This is an optimization exercise on Yosys and OpenROAD, whose aim is small area, a short achievable clock period and few clock cycles, not a production implementation.
Function was not checked in any run shown here: the RTL went through the layout flow alone.

==> design.v <==
module interpolation (
    input           clk,
    input           RST,
    input           START,
    input   [5:0]   H0,
    input   [5:0]   V0,
    input   [3:0]   SW,
    input   [3:0]   SH,
    output          REN,
    input   [7:0]   R_DATA,
    output  [11:0]  ADDR,
    output  [7:0]   O_DATA,
    output          O_VALID
);
function [11:0] add12;
    input [11:0] x;
    input [11:0] y;
    reg c;
    integer k;
    begin
        c = 1'b0;
        for (k = 0; k < 12; k = k + 1) begin
            add12[k] = x[k] ^ y[k] ^ c;
            c = (x[k] & y[k]) | (x[k] & c) | (y[k] & c);
        end
    end
endfunction
function [7:0] lerp;
    input [7:0] a;
    input [7:0] b;
    input [3:0] w;
    reg [11:0] s;
    begin
        s = add12({4'b0, a}, {4'b0, w[0] ? b : a});
        s = add12(s, {3'b0, w[1] ? b : a, 1'b0});
        s = add12(s, {2'b0, w[2] ? b : a, 2'b0});
        s = add12(s, {1'b0, w[3] ? b : a, 3'b0});
        lerp = s[11:4];
    end
endfunction
reg [5:0] h0r;
reg [3:0] swm1, shm1;
reg        r_act;            
reg        r_low;            
reg [3:0]  r_c;              
reg [4:0]  r_j;              
reg [3:0]  r_y;              
reg [11:0] addr_q;
reg        ren_q;
reg        v1, u1, v2, u2;
reg [3:0]  y1, y2;
reg [7:0]  rd, hold;
reg [7:0]  q0, q1, q2, q3;
reg [2:0]  cnt;              
reg [2:0]  alloc;            
reg [4:0]  c_i;
reg [3:0]  c_x;              
reg [7:0]  o_data;
reg        o_valid;
assign REN = ren_q;
assign ADDR = addr_q;
assign O_DATA = o_data;
assign O_VALID = o_valid;
wire       c_last_i = c_i[4];
wire       c_go = (cnt != 3'd0) && (c_x == 4'd0 || cnt[2:1] != 2'b00);
wire [4:0] cx_sum = {1'b0, c_x} + {1'b0, swm1};
wire       pop = c_go && (c_last_i || cx_sum[4]);
reg        n_low, n_more;
reg [3:0]  n_c;
reg [4:0]  n_j;
reg [3:0]  n_y;
reg [5:0]  n_col;
reg [5:0]  n_dr;             
reg [4:0]  ysum;
always @(*) begin
    n_c = r_c;
    n_j = r_j;
    n_y = r_y;
    n_col = addr_q[5:0];
    n_low = 1'b0;
    n_more = 1'b1;
    n_dr = 6'd0;
    ysum = {1'b0, r_y} + {1'b0, shm1};
    if (r_low) begin
        n_dr = 6'h3f;
    end else if (r_c != swm1) begin
        n_c = r_c + 4'd1;
        n_col = addr_q[5:0] + 6'd1;
        n_low = (r_y != 4'd0);
        n_dr = {5'd0, n_low};
    end else begin
        n_c = 4'd0;
        n_j = r_j + 5'd1;
        n_y = ysum[3:0];
        n_col = h0r;
        n_low = (ysum[3:0] != 4'd0);
        n_dr = {4'd0, ysum[4] & n_low, ysum[4] ^ n_low};
        n_more = !r_j[4];
    end
end
wire credit = (alloc != 3'd4) || pop;
wire issue = r_act && n_more && (r_low || credit);
wire       push = v2 && u2;
wire [7:0] kv = lerp(rd, hold, y2);
reg [7:0] s0, s1, s2, s3;
reg [2:0] wi;
always @(*) begin
    s0 = pop ? q1 : q0;
    s1 = pop ? q2 : q1;
    s2 = pop ? q3 : q2;
    s3 = q3;
    wi = cnt - {2'b0, pop};
    if (push) begin
        case (wi[1:0])
            2'd0: s0 = kv;
            2'd1: s1 = kv;
            2'd2: s2 = kv;
            2'd3: s3 = kv;
        endcase
    end
end
always @(posedge clk) begin
    rd <= R_DATA;
    hold <= rd;
    y1 <= r_y;
    u1 <= !r_low;
    y2 <= y1;
    u2 <= u1;
    q0 <= s0;
    q1 <= s1;
    q2 <= s2;
    q3 <= s3;
    o_data <= lerp(q0, q1, c_x);
    ren_q <= !(START || issue);
    if (START) begin
        h0r <= H0;
        swm1 <= SW - 4'd1;
        shm1 <= SH - 4'd1;
        addr_q <= {V0, H0};
        r_low <= 1'b0;
        r_c <= 4'd0;
        r_j <= 5'd0;
        r_y <= 4'd0;
        c_i <= 5'd0;
        c_x <= 4'd0;
    end else begin
        if (issue) begin
            addr_q <= {addr_q[11:6] + n_dr, n_col};
            r_low <= n_low;
            r_c <= n_c;
            r_j <= n_j;
            r_y <= n_y;
        end
        if (c_go) begin
            if (c_last_i) begin
                c_i <= 5'd0;
                c_x <= 4'd0;
            end else begin
                c_i <= c_i + 5'd1;
                c_x <= cx_sum[3:0];
            end
        end
    end
end
always @(posedge clk or posedge RST) begin
    if (RST) begin
        r_act <= 1'b0;
        v1 <= 1'b0;
        v2 <= 1'b0;
        cnt <= 3'd0;
        alloc <= 3'd0;
        o_valid <= 1'b0;
    end else begin
        v1 <= !ren_q;
        v2 <= v1;
        o_valid <= c_go;
        if (START) begin
            r_act <= 1'b1;
            cnt <= 3'd0;
            alloc <= 3'd1;
        end else begin
            if (!n_more)
                r_act <= 1'b0;
            cnt <= cnt + {2'b0, push} - {2'b0, pop};
            alloc <= alloc + {2'b0, issue && !r_low} - {2'b0, pop};
        end
    end
end
endmodule
==> flow/run.sh <==
#!/bin/bash
# The standard ORFS layout (the standard.sh) with two changes:
#  - the port buffers are sky130_fd_sc_hd__buf_2 cells instead of the
#    cell buffer_ports picks by itself (a slow clkdlybuf4s50);
#  - clock tree synthesis adds no dummy loads.
# make's full output goes to standard.log; ORFS keeps each step's log under
# orfs/logs.
set -euo pipefail
export BUFFER_PORTS_ARGS="-buffer_cell sky130_fd_sc_hd__buf_2"
export CTS_ARGS="-sink_clustering_enable -repair_clock_nets -dont_use_dummy_load"
bash standard.sh finish > standard.log 2>&1
==> standard.sh <==
#!/bin/bash
# synth_recipe.tcl (not shown) runs the flow's synth.tcl, then flattens the netlist and writes it again
# the make line also repeats each setting of config.mk as NAME=value (left out here)
make -C /OpenROAD-flow-scripts/flow DESIGN_CONFIG=/design/flow/config.mk WORK_HOME=/design/flow/orfs CLKGATE_MAP_FILE= SYNTH_SCRIPT=/design/flow/synth_recipe.tcl "${@:-finish}"
==> config.mk <==
export PLATFORM = sky130hd
export DESIGN_NAME = interpolation
export DESIGN_NICKNAME = interpolation
export VERILOG_FILES = /design/flow/design.v
export SDC_FILE = /design/flow/constraint.sdc
export NUM_CORES = 4
export LEC_CHECK = 0
export CAP_MARGIN = 20
export CORE_MARGIN = 2
export CORE_UTILIZATION = 60
export SLEW_MARGIN = 20
==> constraint.sdc <==
create_clock -name core_clock -period 30.0 [get_ports {clk}]
set_input_delay 6.0000 -clock core_clock [delete_from_list [all_inputs] [get_ports {clk}]]
set_output_delay 6.0000 -clock core_clock [all_outputs]
set_load 0.01 [all_outputs]
==> results.ini, run 1 <==
[setup_path]
crit_chain = buf_2 -> buf_4 -> inv_1 -> o21ai_0
critPathKind = in2reg
arrival_ns = 7.46
crit_path_top_delay_cell = buf_4
cp_num_buf_inv = 3
cp.depth = 4
required_ns = 30.02
crit_path_end_kind = register
rr_worst_depth = 21
critPathTopFamily = buffers and inverters
critical-path-max-stage-delay_ns = 0.54
critPathLaunchType = input pin
path_max_fanout = 66

[yosys]
synthCells = 633
synth.top_cell.area_share_pct = 22.8
yosys.area_share.adder_pct = 21.5
syn_area_um2 = 7210
synth-compound-area-share_pct = 6.93
synth-xor-area-share_pct = 3.04
async_reset_ff_share_pct = 7.94
synthMuxAreaShare_pct = 14.6
yosys.area_share.simple_pct = 8.37
yosys.area.top_type = dfxtp_1
yosysSeqAreaShare_pct = 40.4
yosys_register_bits = 126
synth_edf_count = 34
yosysWarningCount = 1
synth_top_family_by_area = adder cells
synthDistinctLibCells = 55
synth.avg_cell_area_um2 = 11.4
synthTopCellsByArea = dfxtp_1, fa_1, edfxtp_1
synth-main-ff-cell = dfxtp_1
synth_nets = 751

[clock_tree]
cts_resized = 0
cts_max_path_buffers = 2
cts_made_buffers = 17
post_cts_buffers = 0
cts_hold_buffers = 0
clk-insertion-delay-late_ns = 0.41
cts_tree = yes
cts-root-buf = clkbuf_16
h-tree-depth = 4
path_clk_slew_ns = 0.05
clkSinkCount = 126

[die]
design.die.area_um2 = 12900
coreArea_um2 = 11900
rows = 40
die_x_um = 114
io_pins = 53
die_height_um = 114
initial_core_util_pct = 60.8

[drt]
drt_wl_total_mm = 12.0
wire_per_inst_um = 14.5
viasPerCell = 5.47
drc = 0
dr.pass1.iters = 4
drtAntennaViolNets = 0
vias = 4531
drtIter0Drc = 239

[placed_design]
portBuffers = 52
place_ws_ns = 22.15
dp.cells = 812
gp_congestion = 0.767
hpwl_mm = 8.93

[sta]
finalCritPeriodShare_pct = 24.8
period_needed_ns = 7.44
worst_slack_ns = 22.56
fin_tns_setup_ns = 0
rsz0062_at_grt = false
slew_headroom_pct = 31.3
hold_viol = 0
setup_viol = 0
max_clock_freq_ghz = 0.134
tightest_slew_ns = 1.03
maxSlewViolCount = 0
skew_ns = 0.0149

[finish]
mostFrequentLayoutCell = mux2i_1
regArea_um2 = 2910
fill_cells = 917
nets = 802
drive_gt1_share_pct = 15.0
layoutNonFillerInstCount = 829
utilization_pct = 67.4
diodes = 0
layout_common_cells = mux2i_1, dfxtp_1, inv_1, fa_1, buf_2
syn_to_final_growth_pct = 10.9
multi_input_area_um2 = 3930

[flow_run]
max_cap_violations = 0

[grt]
grt_overflow = 0
grt.total_usage_pct = 20.6
antenna_found_initial = 0
grt_pass1_vias = 4557
grt_max_degree = 67
grt_pass1_wl_mm = 21.1

[hold_path]
hold_class = reg2reg
whs_path_depth = 0

[outcome]
status = finished clean

worst paths after layout:
check / startpoint / end / slack (ns)
worst max-delay path: START / addr_q[10] / 22.56
worst min-delay path: y1[3] / y2[3] / 0.33
worst max register to register: y2[0] / q2[6] / 23.25
worst min register to register: y1[3] / y2[3] / 0.33
max in group asynchronous: RST / v1 / 24.14
min in group asynchronous: RST / r_act / 5.57
cell type report:
cell class,instances,share of cell area (%)
inverter,67,3.15
clock buffer,17,5.32
sequential,126,36.5
multi-input combinational,417,49.2
tap,147,2.30
timing repair buffer,55,3.54
routing by layer:
| layer | global-route usage [%] | up-vias | wire [µm] |
|---|---|---|---|
| met5 | 0 | - | 0 |
| met4 | 8.54 | 0 | 213 |
| met3 | 4.78 | 20 | 319 |
| met2 | 31.5 | 62 | 5560 |
| met1 | 28.5 | 2200 | 5900 |
| li1 | - | 2249 | - |
cells by family (layout without fill, tap and decap cells):
group           after synthesis  in the layout
buf+inv                      90            139
xor+xnor                     25             25
mux                         103            103
simple gates                118            118
compound gates               84             84
flops                       126            126
fa+ha+maj                    87             87
worst register-to-register path, delay by kind of cell (launching register included):
family / cells / cell delay, ns
fa+ha+maj: 13 / 5.30
compound gates: 1 / 0.08
flops: 1 / 0.53
simple gates: 1 / 0.08
buf+inv: 5 / 0.31
mux: 1 / 0.30
stage by stage:
step / instance area, µm² / hold slack [ns]
floorplan: 7210 / 0.310
global placement: 7560 / 0.315
detailed placement: 7560 / 0.314
CTS: 7980 / 0.329
global route: 7990 / 0.336
finish: 7990 / 0.326
sequential cells by signal, indices dropped and copies added (netlist names), 8 cells and up:
| signal | flops |
|---|---|
| q2 | 8 |
| q1 | 8 |
| q0 | 8 |
| addr_q | 12 |
| q3 | 8 |
| o_data | 8 |
| rd | 8 |
| hold | 8 |
cell usage after synthesis (all sizes together), types with 2 or more instances:
cell    count
buf         8
xor2       14
nor2b       7
a211oi      2
and2b       2
a21o        6
nand2      36
edfxtp     34
or2         6
nand3      12
ha         26
nor3b       3
nand3b      2
and3        3
dfrtp      10
a21oi      24
mux2       15
o22ai       2
clkbuf     15
mux2i      88
dfxtp      82
nand4       2
o21bai      2
or4         3
fa         61
nor3        8
o21ai      35
nor2       24
nor4        2
inv        67
xnor2      11
or3         3
a31o        3
==> inputs of run 2 (changes only) <==
==> run.sh (new file) <==
#!/bin/bash
# synth_recipe.tcl (not shown) runs the flow's synth.tcl, then flattens the netlist and writes it again
# the make line also repeats each setting of config.mk as NAME=value (left out here)
make -C /OpenROAD-flow-scripts/flow DESIGN_CONFIG=/design/flow/config.mk WORK_HOME=/design/flow/orfs CLKGATE_MAP_FILE= SYNTH_SCRIPT=/design/flow/synth_recipe.tcl finish
--- a/config.mk
+++ b/config.mk
@@ -8,4 +8,5 @@
 export CAP_MARGIN = 20
 export CORE_MARGIN = 2
 export CORE_UTILIZATION = 60
+export CTS_BUF_LIST = sky130_fd_sc_hd__clkbuf_8
 export SLEW_MARGIN = 20
removed: flow/run.sh
removed: standard.sh
==> run 2 against run 1 <==
Still clean; highest routed layer unchanged; design area is 2.5% higher; critical endpoint is now ADDR[7]; worst setup slack better by 0.0029 ns; routed wire length is 2.9% higher; first-iteration DRC count is 9.6% lower; synthesized cell count stayed put; via count is 0.73% higher.
==> results.ini, run 2 <==
[sta]
slew_headroom_pct = 33.4  ; was 31.3%
hold_ws_ns = 0.320  ; was 0.326 ns
max_clock_freq_ghz = 0.135  ; was 0.134 GHz
finalCritPeriodShare_pct = 24.8  ; about the same
hold_viol = 0  ; unchanged
maxSlewViolCount = 0  ; unchanged
rsz0062_at_grt = false  ; unchanged
skew_ns = 0.00911  ; was 0.0149 ns
period_needed_ns = 7.43  ; was 7.44 ns
worst_slack_ns = 22.57  ; was 22.56 ns
tightest_slew_ns = 0.999  ; was 1.03 ns
setup_viol = 0  ; unchanged
fin_tns_setup_ns = 0  ; unchanged

[setup_path]
critPathKind = reg2out  ; was in2reg
crit_path_end_kind = output port  ; was register
cp_num_buf_inv = 1  ; was 3
crit_chain = clkdlybuf4s50_1  ; was buf_2 -> buf_4 -> inv_1 -> o21ai_0
arrival_ns = 1.43  ; was 7.46 ns
critical-path-max-stage-delay_ns = 0.57  ; was 0.54 ns
critPathTopFamily = buffers and inverters  ; unchanged
path_max_fanout = 3  ; was 66
critPathLaunchType = register  ; was input pin
crit_path_top_delay_cell = clkdlybuf4s50_1  ; was buf_4
required_ns = 24.00  ; was 30.02 ns

[clock_tree]
h-tree-depth = 4  ; unchanged
cts_hold_buffers = 0  ; unchanged
clkSinkCount = 126  ; unchanged
clk-insertion-delay-late_ns = 0.45  ; was 0.41 ns
cts_made_buffers = 17  ; unchanged
cts-root-buf = clkbuf_8  ; was clkbuf_16
cts_tree = yes  ; unchanged
post_cts_buffers = 0  ; unchanged
cts_max_path_buffers = 2  ; unchanged
path_clk_slew_ns = 0.07  ; was 0.05 ns
cts_resized = 0  ; unchanged

[placed_design]
gp_congestion = 0.765  ; was 0.767
hpwl_mm = 9.34  ; was 8.93 mm
place_ws_ns = 22.17  ; was 22.15 ns
dp.cells = 812  ; unchanged
portBuffers = 52  ; unchanged

[finish]
top_register = addr_q  ; unchanged
mostFrequentLayoutCell = mux2i_1  ; unchanged
layout_common_cells = mux2i_1, dfxtp_1, inv_1, fa_1, clkdlybuf4s50_1  ; was mux2i_1, dfxtp_1, inv_1, fa_1, buf_2
utilization_pct = 69.1  ; was 67.4%
layoutNonFillerInstCount = 844  ; was 829
largest_reg_flops = 12  ; unchanged
nets = 802  ; unchanged
multi_input_area_um2 = 3930  ; unchanged
regArea_um2 = 2910  ; unchanged
diodes = 0  ; unchanged
fill_cells = 953  ; was 917
drive_gt1_share_pct = 9.18  ; was 15.0%
syn_to_final_growth_pct = 13.7  ; was 10.9%

[yosys]
synth_most_common_cell = mux2i_1  ; unchanged
yosys_register_bits = 126  ; unchanged
ys_top_cells_by_count = mux2i_1, dfxtp_1, inv_1  ; unchanged
synth.avg_cell_area_um2 = 11.4  ; unchanged
synthTopCellsByArea = dfxtp_1, fa_1, edfxtp_1  ; unchanged
synthDistinctLibCells = 55  ; unchanged
synthCells = 633  ; unchanged
async_reset_ff_share_pct = 7.94  ; unchanged
synth_nets = 751  ; unchanged
synth.top_cell.area_share_pct = 22.8  ; unchanged
syn_area_um2 = 7210  ; unchanged
yosysWarningCount = 1  ; unchanged
yosys.area.top_type = dfxtp_1  ; unchanged
synth-main-ff-cell = dfxtp_1  ; unchanged
synth_edf_count = 34  ; unchanged
yosysSeqAreaShare_pct = 40.4  ; unchanged

[grt]
grt_overflow = 0  ; unchanged
grt.total_usage_pct = 21.2  ; was 20.6%
grt_pass1_wl_mm = 21.6  ; was 21.1 mm
grt_max_degree = 67  ; unchanged
antenna_found_initial = 0  ; unchanged
grt_pass1_vias = 4691  ; was 4557

[hold_path]
hold_class = reg2reg  ; unchanged

[drt]
drc = 0  ; unchanged
viasPerCell = 5.41  ; was 5.47
dr.pass1.iters = 4  ; unchanged
drtIter0Drc = 216  ; was 239
drtAntennaViolNets = 0  ; unchanged
vias = 4564  ; was 4531
drt_wl_total_mm = 12.3  ; was 12.0 mm
wire_per_inst_um = 14.6  ; was 14.5 µm

[die]
io_pins = 53  ; unchanged
design.die.area_um2 = 12900  ; unchanged
die_x_um = 114  ; unchanged
initial_core_util_pct = 60.8  ; unchanged
die_height_um = 114  ; unchanged
rows = 40  ; unchanged
coreArea_um2 = 11900  ; unchanged

[outcome]
status = finished clean  ; unchanged

[flow_run]
max_cap_violations = 0  ; unchanged

## run 2: cell counts after synthesis
Identical to the previous run, type by type.
## run 2: cells by family (layout without fill, tap and decap cells)
family | count (synthesis) | in the layout | share of synthesized area (%)
AO/OA/AOI/OAI | 84 | 84 | 6.93
XOR/XNOR | 25 | 25 | 3.04
adder cells (fa/ha/maj) | 87 | 87 | 21.5
buffers and inverters | 90 | 154 | 5.17
flip-flops | 126 | 126 | 40.4
multiplexers | 103 | 103 | 14.6
AND/OR/NAND/NOR | 118 | 118 | 8.37
## run 2: path summary, 6_finish.rpt
kind / start / endpoint / slack (ns) / cells after the start
worst max-delay path: addr_q[7] / ADDR[7] / 22.57 / 1
worst min-delay path: y1[2] / y2[2] / 0.32 / 0
worst max register to register: y2[0] / q2[6] / 23.19 / 21
worst min register to register: y1[2] / y2[2] / 0.32 / 0
max in group asynchronous: RST / r_act / 23.88 / 2
min in group asynchronous: RST / o_valid / 5.84 / 2
## run 2: cell type report
type / count / share of cell area (%)
multi-input cells: 417 / 48.0
clock buffers: 18 / 3.02
inverters: 67 / 3.07
clock inverters: 14 / 1.53
flip-flops and latches: 126 / 35.6
repair buffers: 55 / 6.57
well taps: 147 / 2.25
## run 2: per-layer routing
layer | vias to the layer above | track usage (%) | wire length, µm
met1 | 2201 | 28.7 | 5880
met5 | - | 0 | 0
met2 | 72 | 32.8 | 5820
met4 | 0 | 8.54 | 223
li1 | 2269 | - | -
met3 | 22 | 5.74 | 423
## run 2: per-stage QoR
| stage | cell area [µm²] |
|---|---|
| floorplan | 7210 |
| global placement | 7810 |
| detailed placement | 7810 |
| CTS | 8190 |
| global route | 8190 |
| finish | 8190 |
==> inputs of run 3 (changes only) <==
--- a/design.v
+++ b/design.v
@@ -99,7 +99,7 @@
     end
 end
 wire credit = (alloc != 3'd4) || pop;
-wire issue = r_act && n_more && (r_low || credit);
+wire issue = r_act && n_more && (n_low || credit);
 wire       push = v2 && u2;
 wire [7:0] kv = lerp(rd, hold, y2);
 reg [7:0] s0, s1, s2, s3;
@@ -121,7 +121,8 @@
 end
 always @(posedge clk) begin
     rd <= R_DATA;
-    hold <= rd;
+    if (v2 && !u2)
+        hold <= rd;
     y1 <= r_y;
     u1 <= !r_low;
     y2 <= y1;
@@ -131,7 +132,6 @@
     q2 <= s2;
     q3 <= s3;
     o_data <= lerp(q0, q1, c_x);
-    ren_q <= !(START || issue);
     if (START) begin
         h0r <= H0;
         swm1 <= SW - 4'd1;
@@ -164,6 +164,7 @@
 end
 always @(posedge clk or posedge RST) begin
     if (RST) begin
+        ren_q <= 1'b1;
         r_act <= 1'b0;
         v1 <= 1'b0;
         v2 <= 1'b0;
@@ -175,14 +176,16 @@
         v2 <= v1;
         o_valid <= c_go;
         if (START) begin
+            ren_q <= 1'b0;
             r_act <= 1'b1;
             cnt <= 3'd0;
             alloc <= 3'd1;
         end else begin
+            ren_q <= !issue;
             if (!n_more)
                 r_act <= 1'b0;
             cnt <= cnt + {2'b0, push} - {2'b0, pop};
-            alloc <= alloc + {2'b0, issue && !r_low} - {2'b0, pop};
+            alloc <= alloc + {2'b0, issue && !n_low} - {2'b0, pop};
         end
     end
 end
--- a/config.mk
+++ b/config.mk
@@ -8,5 +8,5 @@
 export CAP_MARGIN = 20
 export CORE_MARGIN = 2
 export CORE_UTILIZATION = 60
-export CTS_BUF_LIST = sky130_fd_sc_hd__clkbuf_8
+export CTS_BUF_LIST = sky130_fd_sc_hd__clkbuf_4
 export SLEW_MARGIN = 20
==> run 3 against run 2 <==
Clock skew grew 0.0065 ns; hold slack better by 0.023 ns; still clean on timing, DRC and antenna; clock-buffer cell count increased by 1; synthesized cell count up 4.3%; sequential cell count is the same.
==> results.ini, run 3 <==
[yosys]
async_reset_ff_share_pct = 8.73  ; was 7.94%
synth_edf_count = 42  ; was 34
synth-main-ff-cell = dfxtp_1  ; unchanged
synth_most_common_cell = dfxtp_1  ; was mux2i_1
ys_top_cells_by_count = dfxtp_1, inv_1, fa_1  ; was mux2i_1, dfxtp_1, inv_1
yosysSeqAreaShare_pct = 40.8  ; was 40.4%
syn_area_um2 = 7350  ; was 7210 µm²
yosys_register_bits = 126  ; unchanged
synth.avg_cell_area_um2 = 11.1  ; was 11.4 µm²
yosys.area.top_type = dfxtp_1  ; unchanged
synthCells = 660  ; was 633
synthDistinctLibCells = 50  ; was 55
yosysWarningCount = 1  ; unchanged
synth_nets = 778  ; was 751
synthTopCellsByArea = dfxtp_1, edfxtp_1, fa_1  ; was dfxtp_1, fa_1, edfxtp_1
synth.top_cell.area_share_pct = 19.9  ; was 22.8%

[sta]
max_clock_freq_ghz = 0.131  ; was 0.135 GHz
slew_headroom_pct = 30.3  ; was 33.4%
rsz0062_at_grt = false  ; unchanged
period_needed_ns = 7.66  ; was 7.43 ns
hold_viol = 0  ; unchanged
setup_viol = 0  ; unchanged
tightest_slew_ns = 1.03  ; was 0.999 ns
fin_tns_setup_ns = 0  ; unchanged
maxSlewViolCount = 0  ; unchanged
finalCritPeriodShare_pct = 25.5  ; was 24.8%
skew_ns = 0.0156  ; was 0.00911 ns

[clock_tree]
cts_resized = 0  ; unchanged
h-tree-depth = 4  ; unchanged
cts_tree = yes  ; unchanged
cts-root-buf = clkbuf_4  ; was clkbuf_8
cts_max_path_buffers = 2  ; unchanged
clk-insertion-delay-late_ns = 0.52  ; was 0.45 ns
post_cts_buffers = 0  ; unchanged
cts_hold_buffers = 0  ; unchanged
cts_made_buffers = 17  ; unchanged
clkSinkCount = 126  ; unchanged
path_clk_slew_ns = 0.11  ; was 0.07 ns

[finish]
top_register = addr_q  ; unchanged
utilization_pct = 69.6  ; was 69.1%
layoutNonFillerInstCount = 870  ; was 844
diodes = 0  ; unchanged
layout_common_cells = dfxtp_1, inv_1, fa_1, mux2i_1  ; was mux2i_1, dfxtp_1, inv_1, fa_1, clkdlybuf4s50_1
syn_to_final_growth_pct = 13.3  ; was 13.7%
drive_gt1_share_pct = 11.3  ; was 9.18%
largest_reg_flops = 12  ; unchanged
nets = 828  ; was 802
mostFrequentLayoutCell = dfxtp_1  ; was mux2i_1
fill_cells = 913  ; was 953

[drt]
wire_per_inst_um = 14.2  ; was 14.6 µm
dr.pass1.iters = 4  ; unchanged
drtAntennaViolNets = 0  ; unchanged
vias = 4689  ; was 4564
drc = 0  ; unchanged
drt_wl_total_mm = 12.4  ; was 12.3 mm
drtIter0Drc = 230  ; was 216
viasPerCell = 5.39  ; was 5.41

[die]
die_x_um = 115  ; was 114 µm
design.die.area_um2 = 13200  ; was 12900 µm²
die_height_um = 115  ; was 114 µm
io_pins = 53  ; unchanged
rows = 40  ; unchanged
coreArea_um2 = 12000  ; was 11900 µm²
initial_core_util_pct = 61.4  ; was 60.8%

[placed_design]
dp.cells = 838  ; was 812
gp_congestion = 0.838  ; was 0.765
hpwl_mm = 9.17  ; was 9.34 mm
portBuffers = 52  ; unchanged

[setup_path]
crit_path_end_kind = output port  ; unchanged
critPathKind = reg2out  ; unchanged
critPathTopFamily = flip-flops  ; was buffers and inverters
crit_path_top_delay_cell = dfstp_2  ; was clkdlybuf4s50_1
required_ns = 24.00  ; about the same
arrival_ns = 1.66  ; was 1.43 ns
path_max_fanout = 2  ; was 3
cp_num_buf_inv = 1  ; unchanged
crit_chain = clkdlybuf4s50_1  ; unchanged
critical-path-max-stage-delay_ns = 0.59  ; was 0.57 ns
critPathLaunchType = register  ; unchanged

[grt]
grt_overflow = 0  ; unchanged
grt_pass1_wl_mm = 21.4  ; was 21.6 mm
antenna_found_initial = 0  ; unchanged
grt_max_degree = 62  ; was 67
grt_pass1_vias = 4514  ; was 4691
grt.total_usage_pct = 20.6  ; was 21.2%

[hold_path]
hold_class = reg2reg  ; unchanged

[flow_run]
max_cap_violations = 0  ; unchanged

[outcome]
status = finished clean  ; unchanged

-- run 3: cell count changes in the layout (fill, tap and decap cells not counted), moves of 9 or more --
cell / change
clkbuf_4: +19
nor2_1: +28
dfxtp_1: -9
mux2i_1: -33
mux2_2: +19
clkbuf_8: -18
a21oi_1: +17
-- run 3: cell families after synthesis --
kind of cell | Yosys count | synth area share, %
AND/OR/NAND/NOR | 138 | 8.68
AO/OA/AOI/OAI | 99 | 8.43
flip-flops | 126 | 40.8
XOR/XNOR | 27 | 3.22
adder cells (fa/ha/maj) | 87 | 21.0
multiplexers | 88 | 12.5
buffers and inverters | 95 | 5.28
-- run 3: final timing paths --
| check | endpoint | slack (ns) | cells after the start | from |
|---|---|---|---|---|
| max | REN | 22.34 | 1 | ren_q |
| min | u2 | 0.34 | 0 | u1 |
| min in group asynchronous | cnt[0] | 5.78 | 2 | RST |
| min reg2reg | u2 | 0.34 | 0 | u1 |
| max reg2reg | q0[6] | 23.22 | 21 | y2[0] |
| max in group asynchronous | ren_q | 23.86 | 2 | RST |
-- run 3: metrics by stage --
step	cell area, µm²	setup slack (ns)	hold WS [ns]
floorplan	7350	22.90	0.310
global placement	7960	22.28	0.315
detailed placement	7960	22.23	0.313
CTS	8320	22.28	0.341
global route	8320	22.25	0.353
finish	8320	22.34	0.343
-- run 3: layout make-up --
type / count / area, µm² / share of cell area [%]
Inverter: 71 / 267 / 3.20
Timing Repair Buffer: 55 / 538 / 6.46
Multi-Input combinational cell: 439 / 3970 / 47.7
Tap cell: 147 / 184 / 2.21
Clock buffer: 19 / 143 / 1.71
Sequential cell: 126 / 3000 / 36.0
Clock inverter: 13 / 220 / 2.65
-- run 3: metal layers --
| metal | wire [µm] | vias to the layer above | share of wire, % | track usage (%) |
|---|---|---|---|---|
| li1 | - | 2335 | - | - |
| met1 | 5890 | 2253 | 48 | 28.6 |
| met2 | 5870 | 91 | 47 | 32.4 |
| met3 | 519 | 10 | 4.2 | 5.72 |
| met4 | 95 | 0 | 0.77 | 5.28 |
| met5 | 0 | - | 0 | 0 |
==> inputs of run 4 (changes only) <==
--- a/design.v
+++ b/design.v
@@ -12,29 +12,17 @@
     output  [7:0]   O_DATA,
     output          O_VALID
 );
-function [11:0] add12;
-    input [11:0] x;
-    input [11:0] y;
-    reg c;
-    integer k;
-    begin
-        c = 1'b0;
-        for (k = 0; k < 12; k = k + 1) begin
-            add12[k] = x[k] ^ y[k] ^ c;
-            c = (x[k] & y[k]) | (x[k] & c) | (y[k] & c);
-        end
-    end
-endfunction
 function [7:0] lerp;
     input [7:0] a;
     input [7:0] b;
     input [3:0] w;
     reg [11:0] s;
     begin
-        s = add12({4'b0, a}, {4'b0, w[0] ? b : a});
-        s = add12(s, {3'b0, w[1] ? b : a, 1'b0});
-        s = add12(s, {2'b0, w[2] ? b : a, 2'b0});
-        s = add12(s, {1'b0, w[3] ? b : a, 3'b0});
+        s = {4'b0, a}
+          + {4'b0, w[0] ? b : a}
+          + {3'b0, w[1] ? b : a, 1'b0}
+          + {2'b0, w[2] ? b : a, 2'b0}
+          + {1'b0, w[3] ? b : a, 3'b0};
         lerp = s[11:4];
     end
 endfunction
--- a/config.mk
+++ b/config.mk
@@ -7,6 +7,5 @@
 export LEC_CHECK = 0
 export CAP_MARGIN = 20
 export CORE_MARGIN = 2
-export CORE_UTILIZATION = 60
-export CTS_BUF_LIST = sky130_fd_sc_hd__clkbuf_4
+export CORE_UTILIZATION = 25
 export SLEW_MARGIN = 20
==> run 4 against run 3 <==
Die area grew 150%; design area increased by 11%; clock-buffer cell count increased by 2; hold slack got worse by 0.018 ns; worst setup slack improved by 0.15 ns; non-clock buffer count grew 1; sequential cell count did not move; critical path depth stayed put; still clean on timing, DRC and antenna.
==> results.ini, run 4 <==
[clock_tree]
clkSinkCount = 126  ; unchanged
cts_made_buffers = 17  ; unchanged
cts_tree = yes  ; unchanged
post_cts_buffers = 0  ; unchanged
clk-insertion-delay-late_ns = 0.42  ; was 0.52 ns
path_clk_slew_ns = 0.06  ; was 0.11 ns
h-tree-depth = 4  ; unchanged
cts_resized = 0  ; unchanged
cts-root-buf = clkbuf_16  ; was clkbuf_4
cts_max_path_buffers = 2  ; unchanged
cts_hold_buffers = 0  ; unchanged

[die]
die_x_um = 180  ; was 115 µm
io_pins = 53  ; unchanged
die_height_um = 180  ; was 115 µm
rows = 64  ; was 40
design.die.area_um2 = 32500  ; was 13200 µm²
coreArea_um2 = 30600  ; was 12000 µm²
initial_core_util_pct = 25.4  ; was 61.4%

[setup_path]
crit_path_end_kind = output port  ; unchanged
path_max_fanout = 2  ; unchanged
required_ns = 24.00  ; about the same
critPathKind = reg2out  ; unchanged
critPathLaunchType = register  ; unchanged
critPathTopFamily = buffers and inverters  ; was flip-flops
arrival_ns = 1.50  ; was 1.66 ns
crit_path_top_delay_cell = clkdlybuf4s50_1  ; was dfstp_2
cp_num_buf_inv = 1  ; unchanged
crit_chain = clkdlybuf4s50_1  ; unchanged
critical-path-max-stage-delay_ns = 0.56  ; was 0.59 ns

[finish]
layout_common_cells = inv_1, dfxtp_1, mux2i_1, clkdlybuf4s50_1, ha_1  ; was dfxtp_1, inv_1, fa_1, mux2i_1
nets = 915  ; was 828
multi_input_area_um2 = 4270  ; was 3970 µm²
fin_area_um2 = 9250  ; was 8320 µm²
largest_reg_flops = 12  ; unchanged
syn_to_final_growth_pct = 19.2  ; was 13.3%
drive_gt1_share_pct = 8.13  ; was 11.3%
top_register = addr_q  ; unchanged
fill_cells = 3168  ; was 913
diodes = 0  ; unchanged
regArea_um2 = 3000  ; unchanged
mostFrequentLayoutCell = inv_1  ; was dfxtp_1

[drt]
wire_per_inst_um = 11.9  ; was 14.2 µm
vias = 5172  ; was 4689
drtAntennaViolNets = 0  ; unchanged
drtIter0Drc = 235  ; was 230
dr.pass1.iters = 4  ; unchanged
viasPerCell = 4.32  ; was 5.39
drt_wl_total_mm = 14.2  ; was 12.4 mm
drc = 0  ; unchanged

[grt]
antenna_found_initial = 0  ; unchanged
grt_max_degree = 73  ; was 62
grt_pass1_wl_mm = 24.9  ; was 21.4 mm
grt_pass1_vias = 5274  ; was 4514
grt.total_usage_pct = 9.29  ; was 20.6%
grt_overflow = 0  ; unchanged

[yosys]
synthDistinctLibCells = 60  ; was 50
synth-main-ff-cell = dfxtp_1  ; unchanged
synthCells = 739  ; was 660
yosysWarningCount = 1  ; unchanged
synth_most_common_cell = inv_1  ; was dfxtp_1
syn_area_um2 = 7760  ; was 7350 µm²
synth.avg_cell_area_um2 = 10.5  ; was 11.1 µm²
synth.top_cell.area_share_pct = 18.8  ; was 19.9%
yosysSeqAreaShare_pct = 38.7  ; was 40.8%
yosys.area.top_type = dfxtp_1  ; unchanged
yosys_register_bits = 126  ; unchanged
async_reset_ff_share_pct = 8.73  ; unchanged
ys_top_cells_by_count = inv_1, dfxtp_1, mux2i_1  ; was dfxtp_1, inv_1, fa_1
synth_edf_count = 42  ; unchanged
synth_nets = 867  ; was 778
synthTopCellsByArea = dfxtp_1, edfxtp_1, fa_1  ; unchanged

[sta]
skew_ns = 0.0104  ; was 0.0156 ns
hold_viol = 0  ; unchanged
period_needed_ns = 7.50  ; was 7.66 ns
setup_viol = 0  ; unchanged
worst_slack_ns = 22.50  ; was 22.34 ns
finalCritPeriodShare_pct = 25.0  ; was 25.5%
slew_headroom_pct = 36.3  ; was 30.3%
fin_tns_setup_ns = 0  ; unchanged
max_clock_freq_ghz = 0.133  ; was 0.131 GHz
rsz0062_at_grt = false  ; unchanged
maxSlewViolCount = 0  ; unchanged
tightest_slew_ns = 0.953  ; was 1.03 ns

[flow_run]
max_cap_violations = 0  ; unchanged

[placed_design]
portBuffers = 52  ; unchanged
hpwl_mm = 10.3  ; was 9.17 mm
place_area_um2 = 8660  ; was 7960 µm²
gp_congestion = 0.741  ; was 0.838
place_ws_ns = 22.67  ; was 22.23 ns

[hold_path]
hold_class = reg2reg  ; unchanged

[outcome]
status = finished clean  ; unchanged

run 4: kinds of logic after synthesis:
logic type / count (synthesis) / synth area share, %
compound gates: 132 / 11.0
simple gates: 151 / 9.90
mux: 70 / 9.26
buf+inv: 122 / 6.35
flops: 126 / 38.7
xor+xnor: 41 / 4.63
fa+ha+maj: 97 / 20.2
run 4: worst paths after layout:
kind / from / endpoint / slack (ns) / depth (start not counted)
worst max-delay path: ren_q / REN / 22.50 / 1
worst min register to register: y1[1] / y2[1] / 0.33 / 0
worst min-delay path: y1[1] / y2[1] / 0.33 / 0
min in group asynchronous: RST / o_valid / 5.90 / 2
max in group asynchronous: RST / ren_q / 23.74 / 2
worst max register to register: y2[0] / q3[5] / 25.41 / 15
run 4: worst reg2reg max path, cell delays in order, from the launching register on:
cell and delay (ns):
dfxtp_1 0.63, mux2i_1 0.18, fa_1 0.53, inv_1 0.06, fa_1 0.52, inv_1 0.06, fa_1 0.46, nor4bb_1 0.42
nand2_1 0.13, fa_1 0.42, nor2b_1 0.17, o2111ai_1 0.12, nand3_1 0.15, nor2_1 0.07, xnor2_1 0.33, inv_1 0.09
run 4: area by class of cell:
type	instances	area share (%)
multi-input cells	491	46.2
flip-flops and latches	126	32.4
repair buffers	56	5.90
well taps	396	5.36
clock buffers	21	5.21
inverters	95	3.85
clock inverters	11	1.10
run 4: through the flow:
stage          std cells  util [%]  hold WS, ns
2_1_floorplan        739         -        0.310
5_1_grt             1196      30.2        0.329
3_3_place_gp        1164      28.3        0.313
6_report            1196      30.2        0.325
4_1_cts             1196      30.2        0.326
3_5_place_dp        1164      28.3        0.312
run 4: metal layers:
| metal | track usage, % | part of all wire, % | vias to the layer above |
|---|---|---|---|
| met5 | 0 | 0 | - |
| met2 | 15.1 | 45 | 77 |
| met4 | 2.61 | 0.88 | 0 |
| li1 | - | - | 2617 |
| met3 | 2.75 | 3.6 | 14 |
| met1 | 12.0 | 50 | 2464 |

## port drivers added, routing unchanged
The flow's constraints put no driver on any port. The routed layouts listed below were extracted and timed again, unchanged, in two steps.
Step 1 (the two cells are an assumption about what drives the block):
set clk [get_ports {clk}]
set_driving_cell -lib_cell sky130_fd_sc_hd__clkbuf_16 $clk
set_driving_cell -lib_cell sky130_fd_sc_hd__buf_2 [delete_from_list [all_inputs] $clk]
Step 2 moves the port delays by t, midway between the first and last clock arrival at a register: inputs arrive t later, outputs are due t later. That takes back most of the time a late clock gives input paths.
a / b / c = ideal ports / drivers / drivers and shift; a / b = the first two.
| run | shift t [ns] | slack for setup (ns) | worst setup path at the end | latest minus earliest clock arrival (ns) | worst slew at a driven data input, ns |
|---|---|---|---|---|---|
| run 1 | 0.445 | 22.565 / 22.582 / 22.137 | input to register | 0.015 / 0.014 | 0.03 |
| run 2 | 0.478 | 22.567 / 22.530 / 22.182 | input to register | 0.010 / 0.009 | 0.04 |
| run 3 | 0.544 | 22.345 / 22.313 / 22.240 | input to register | 0.019 / 0.019 | 0.03 |
| run 4 | 0.459 | 22.498 / 22.457 / 22.670 | input to register | 0.010 / 0.011 | 0.04 |
After both steps every run listed still meets setup and hold. For run 1, which loses most, drivers alone change the setup slack by +0.017 ns; drivers and shift together by -0.428 ns.
